What follows belongs to an exercise in optimizing a design on an open flow for small area, a short achievable clock period and few clock cycles per item; a production flow would make more cautious choices. Where RTL was checked, it was by simulation tests only, not by an equivalence proof against the original. Power figures rest on the tool's default switching activity, not on a simulated workload.

## run 1
## matrix_multiplier_v2
module matrix_multiplier_v2
# (
    parameter ADDR_WIDTH = 17,
    parameter DATA_WIDTH = 32
)
(
    input clk,
    input rst,
    input start,
    input [DATA_WIDTH - 1 : 0] x_data,
    input [DATA_WIDTH - 1 : 0] y_data,
    input [ADDR_WIDTH - 1 : 0] x_rows,
    input [ADDR_WIDTH - 1 : 0] y_cols,
    input [ADDR_WIDTH - 1 : 0] x_cols_y_rows,
    output reg [ADDR_WIDTH - 1 : 0] x_addr,
    output reg [ADDR_WIDTH - 1 : 0] y_addr,
    output reg [ADDR_WIDTH - 1 : 0] z_addr,
    output reg [DATA_WIDTH - 1 : 0] z_data,
    output reg z_wen,
    output reg busy
);
Size in the first run: roughly 2700 cells after synthesis, roughly 0.029 mm² of cells after synthesis.
export LEC_CHECK = 0
export CAP_MARGIN = 20
export CORE_MARGIN = 2
export CORE_UTILIZATION = 40
export SETUP_SLACK_MARGIN = 5
export SLEW_MARGIN = 20
export SYNTH_HIERARCHICAL = 1
export SYNTH_MINIMUM_KEEP_SIZE = 0
create_clock -name core_clock -period 8.5 [get_ports {clk}]
standard.sh (not shown) runs the stock make flow with config.mk's settings and CLKGATE_MAP_FILE= SYNTH_SCRIPT=/design/flow/synth_recipe.tcl, a recipe that flattens the netlist after the stock synthesis.
==> flow/flow/run.sh <==
#!/bin/bash
# The standard layout, with the ports buffered by a plain buffer
# instead of the delay cell buffer_ports picks by default.
set -euo pipefail
bash standard.sh "BUFFER_PORTS_ARGS=-buffer_cell sky130_fd_sc_hd__buf_2" SETUP_SLACK_MARGIN=5.8 finish > standard.log 2>&1
Changes in run 2 relative to run 1:
==> flow/flow/run.sh <==
#!/bin/bash
# The standard layout, with the ports buffered by a plain buffer
# instead of the delay cell buffer_ports picks by default.
set -euo pipefail
bash standard.sh "BUFFER_PORTS_ARGS=-buffer_cell sky130_fd_sc_hd__buf_2" finish > standard.log 2>&1
Notes after the runs:
Taking run 1 as the reference point, the final cell count of run 2 falls by 3.4%.
NOTE: final setup slack of the worst path in run 2 falls short of that of run 1
~same sequential power in run 2 and run 1
Cmp run 2 and run 1 / area added between synthesis and finish / lower: run 2
Summed area of non-filler cells in the final layout sits lower in run 2 than in run 1.
On global placement routability congestion, run 1 tracks run 2 almost exactly.
When run 2 is set beside run 1, its logic depth of the worst setup path including buffers turns out to be 2 smaller.
Having completed the whole flow, run 2 delivered a layout that passed the timing, DRC and antenna checks.
Relative to run 2, the following input files were edited for run 3:
==> flow/flow/run.sh <==
#!/bin/bash
# The standard layout, with the ports buffered by a plain buffer
# instead of the delay cell buffer_ports picks by default.
set -euo pipefail
bash standard.sh "BUFFER_PORTS_ARGS=-buffer_cell sky130_fd_sc_hd__buf_2" SETUP_SLACK_MARGIN=5.5 finish > standard.log 2>&1
### Flow results
Summary — via count, run 3 relative to run 2: higher, by 521.
Number of standard cells in the layout, taps in and fillers out went up slightly going from run 2 to run 3.
In run 3, the arrival time reported for the critical path endpoint came out 0.37 ns below the value in run 2.
Compared with run 2, run 3 ends up with more cell area.
In the reports for run 2 and run 3, the smaller placed standard-cell area belongs to run 2.
Run 3 vs. run 2: sequential share of cell area now sits lower, post-route total power now sits higher.
Setup changes, run 3 to run 4
==> flow/run.sh (new file) <==
#!/bin/bash
# synth_recipe.tcl (not shown) runs the flow's synth.tcl, then flattens the netlist and writes it again
# the make line also repeats each setting of config.mk as NAME=value (left out here)
make -C /OpenROAD-flow-scripts/flow DESIGN_CONFIG=/design/flow/config.mk WORK_HOME=/design/flow/orfs CLKGATE_MAP_FILE= SYNTH_SCRIPT=/design/flow/synth_recipe.tcl finish
removed: flow/flow/run.sh
removed: flow/standard.sh
## What came out
Clock skew in run 4 is 0.0048 ns below run 3.
Between run 3 and run 4, insertion delay of the later-clocked pin in the worst-skew pair decreased.
Run 4 vs run 3 on share of total power in combinational logic: run 4 is the higher one.
No functional check of the RTL was part of any run of this note.

matrix_multiplier_v2, a different RTL version from the one above (not shown whole).
Size: about 450 flip-flops, roughly 28,000 sq um of cells after synthesis.
==> flow/design.v (excerpt) <==
module matrix_multiplier_v2
# (
    parameter ADDR_WIDTH = 17,
    parameter DATA_WIDTH = 32
)
(
    input clk,
    input rst,
    input start,
    input [DATA_WIDTH - 1 : 0] x_data,
    input [DATA_WIDTH - 1 : 0] y_data,
    input [ADDR_WIDTH - 1 : 0] x_rows,
    input [ADDR_WIDTH - 1 : 0] y_cols,
    input [ADDR_WIDTH - 1 : 0] x_cols_y_rows,
    output reg [ADDR_WIDTH - 1 : 0] x_addr,
    output reg [ADDR_WIDTH - 1 : 0] y_addr,
    output reg [ADDR_WIDTH - 1 : 0] z_addr,
    output reg [DATA_WIDTH - 1 : 0] z_data,
    output reg z_wen,
    output reg busy
);
clock: 8.5 ns
lec_check: 0
cap_margin: 20
core_margin: 2
core_utilization: 60
cts_cluster_diameter: 100
cts_cluster_size: 20
slew_margin: 20
synth_hierarchical: 1
synth_minimum_keep_size: 0
==> flow/flow/run.sh <==
#!/bin/bash
# The standard layout, with the ports buffered by a plain buffer
# instead of the delay cell buffer_ports picks by default.
set -euo pipefail
bash standard.sh "BUFFER_PORTS_ARGS=-buffer_cell sky130_fd_sc_hd__buf_2" SETUP_SLACK_MARGIN=5.5 finish > standard.log 2>&1
Then changed:
==> flow/flow/run.sh (replaced) <==
#!/bin/bash
# The standard layout, with the ports buffered by a plain buffer
# instead of the delay cell buffer_ports picks by default.
set -euo pipefail
bash standard.sh "BUFFER_PORTS_ARGS=-buffer_cell sky130_fd_sc_hd__buf_1" SETUP_SLACK_MARGIN=5.65 finish > standard.log 2>&1
- CORE_UTILIZATION: 60 -> 75
After rerunning:
- The changed run produced a clean layout
- critical path depth does not change
- routed wire length increases by roughly a tenth
- sequential power grows slightly
Function was not checked in any run of this note: the RTL went through the layout flow alone.

== run A ==
Another version of the RTL of matrix_multiplier_v2 (not shown whole).
Size: roughly 2800 cells after synthesis, ~500 flip-flops, roughly 200 I/O pins, ~30000 um^2 of cells after synthesis.
export LEC_CHECK = 0
export CAP_MARGIN = 20
export CORE_MARGIN = 2
export CORE_UTILIZATION = 60
export CTS_CLUSTER_DIAMETER = 100
export CTS_CLUSTER_SIZE = 20
export SLEW_MARGIN = 20
export SYNTH_HIERARCHICAL = 1
export SYNTH_MINIMUM_KEEP_SIZE = 0
create_clock -name core_clock -period 8.5 [get_ports {clk}]
==> flow/flow/run.sh <==
#!/bin/bash
# The standard layout, with the ports buffered by a plain buffer
# instead of the delay cell buffer_ports picks by default.
set -euo pipefail
bash standard.sh "BUFFER_PORTS_ARGS=-buffer_cell sky130_fd_sc_hd__buf_1" SETUP_SLACK_MARGIN=5.75 finish > standard.log 2>&1
Run A | stages: all done | timing, DRC, antenna: all pass
Testbench counts of run A, summed over its fixed seeds: cycles 9,759, items 95.
[inputs] run B vs run A
- CORE_UTILIZATION: 60 -> 75
- CTS_CLUSTER_SIZE: 20 -> 28
==> flow/flow/run.sh <==
#!/bin/bash
# The standard layout, with the ports buffered by a plain buffer
# instead of the delay cell buffer_ports picks by default.
set -euo pipefail
bash standard.sh "BUFFER_PORTS_ARGS=-buffer_cell sky130_fd_sc_hd__buf_1" SETUP_SLACK_MARGIN=5.65 finish > standard.log 2>&1
Results
From run A to run B the numbers moved as follows: clock network area share lower; die boundary width lower; routed wirelength normalized by instance count lower. Run B ends up with a sequential share of layout area that is 1.4 points higher than in run A. Looking at core utilization, run B sits above run A.
### run B -> run C
- swapping 28 for 20 in CTS_CLUSTER_SIZE
- swapping 75 for 60 in CORE_UTILIZATION
==> flow/flow/run.sh <==
#!/bin/bash
# The standard layout, with the ports buffered by a plain buffer
# instead of the delay cell buffer_ports picks by default.
set -euo pipefail
bash standard.sh "BUFFER_PORTS_ARGS=-buffer_cell sky130_fd_sc_hd__buf_1" SETUP_SLACK_MARGIN=5.6 finish > standard.log 2>&1
Results
Diff run B -> run C: routability congestion estimate went down by 0.045; combinational share of power went down by 1.2 points; critical path depth went down by 6.
Between run C and run B, it is run C whose worst-path maximum fanout is lower, by 3.
Run C against run B; cell-internal power is up slightly.
Total number of tap cells (run C / run B): 1.3
Timing, DRC, antenna: 0 failures across run C and run B
Input changes introduced in run D (baseline for comparison: run C):
==> flow/flow/run.sh <==
#!/bin/bash
# The standard layout, with the ports buffered by a plain buffer
# instead of the delay cell buffer_ports picks by default.
set -euo pipefail
bash standard.sh "BUFFER_PORTS_ARGS=-buffer_cell sky130_fd_sc_hd__buf_1" SETUP_SLACK_MARGIN=5.5 finish > standard.log 2>&1
Notes after the runs:
Between run D and run C, the clock tree cell share of total cell area figures differ only marginally.
Run D vs run C — antenna diode instance count rose 13.
Compare run C and run D | ratio of final minimum period to clock period higher: run D
Per the comparison of run D with run C, wire length of the first global-routing pass -0.89%, number of gates resized after cts -40, area growth from synthesis to layout -1.0 points, final critical-path setup slack -130 ps.
Relative to run C, the number of buffers and inverters on the critical path of run D is lower by 1.
Run C -> run D: post-place instance area flat

==> re-timing with driven ports <==
How much do the figures lean on ideal ports? The routed layouts below were timed once more, with nothing changed but the port constraints. Step 1, drivers: a clkbuf_16 drives clk and a buf_2 each remaining input, both assumed. Step 2 moves the port delays by t, midway between the first and last clock arrival at a register: inputs arrive t later, outputs are due t later. That takes back most of the time a late clock gives input paths. a / b / c = ideal / step 1 / step 2; a / b = the first two.
run | t, ns | setup slack, ns | hold slack, ns | worst register clock-pin slew, ns | cell pins on the clock port's net
run 1 | 0.671 | 5.515 / 5.515 / 4.948 | 0.307 / 0.307 / 0.307 | 0.07 / 0.07 | 1
run 2 | 0.670 | 5.058 / 5.058 / 4.631 | 0.326 / 0.326 / 0.326 | 0.07 / 0.07 | 1
run 3 | 0.678 | 5.435 / 5.435 / 4.801 | 0.323 / 0.323 / 0.323 | 0.06 / 0.06 | 1
run 4 | 0.669 | 5.059 / 4.996 / 4.433 | 0.326 / 0.326 / 0.326 | 0.07 / 0.07 | 1
the first run of note 2 | 0.655 | 5.505 / 5.490 / 5.029 | 0.332 / 0.332 / 0.332 | 0.10 / 0.10 | 1
the second run of note 2 | 0.666 | 5.434 / 5.434 / 5.107 | 0.328 / 0.328 / 0.328 | 0.09 / 0.09 | 1
run A | 0.665 | 5.704 / 5.641 / 5.223 | 0.329 / 0.329 / 0.329 | 0.09 / 0.09 | 1
run B | 0.617 | 5.664 / 5.632 / 5.152 | 0.331 / 0.331 / 0.331 | 0.12 / 0.12 | 1
run C | 0.648 | 5.642 / 5.580 / 5.048 | 0.329 / 0.329 / 0.329 | 0.09 / 0.09 | 1
run D | 0.663 | 5.516 / 5.494 / 4.996 | 0.332 / 0.332 / 0.332 | 0.09 / 0.09 | 1
After both steps every run listed still meets setup and hold. For run 3, which loses most, drivers alone change the setup slack by 0.000 ns; drivers and shift together by -0.634 ns.
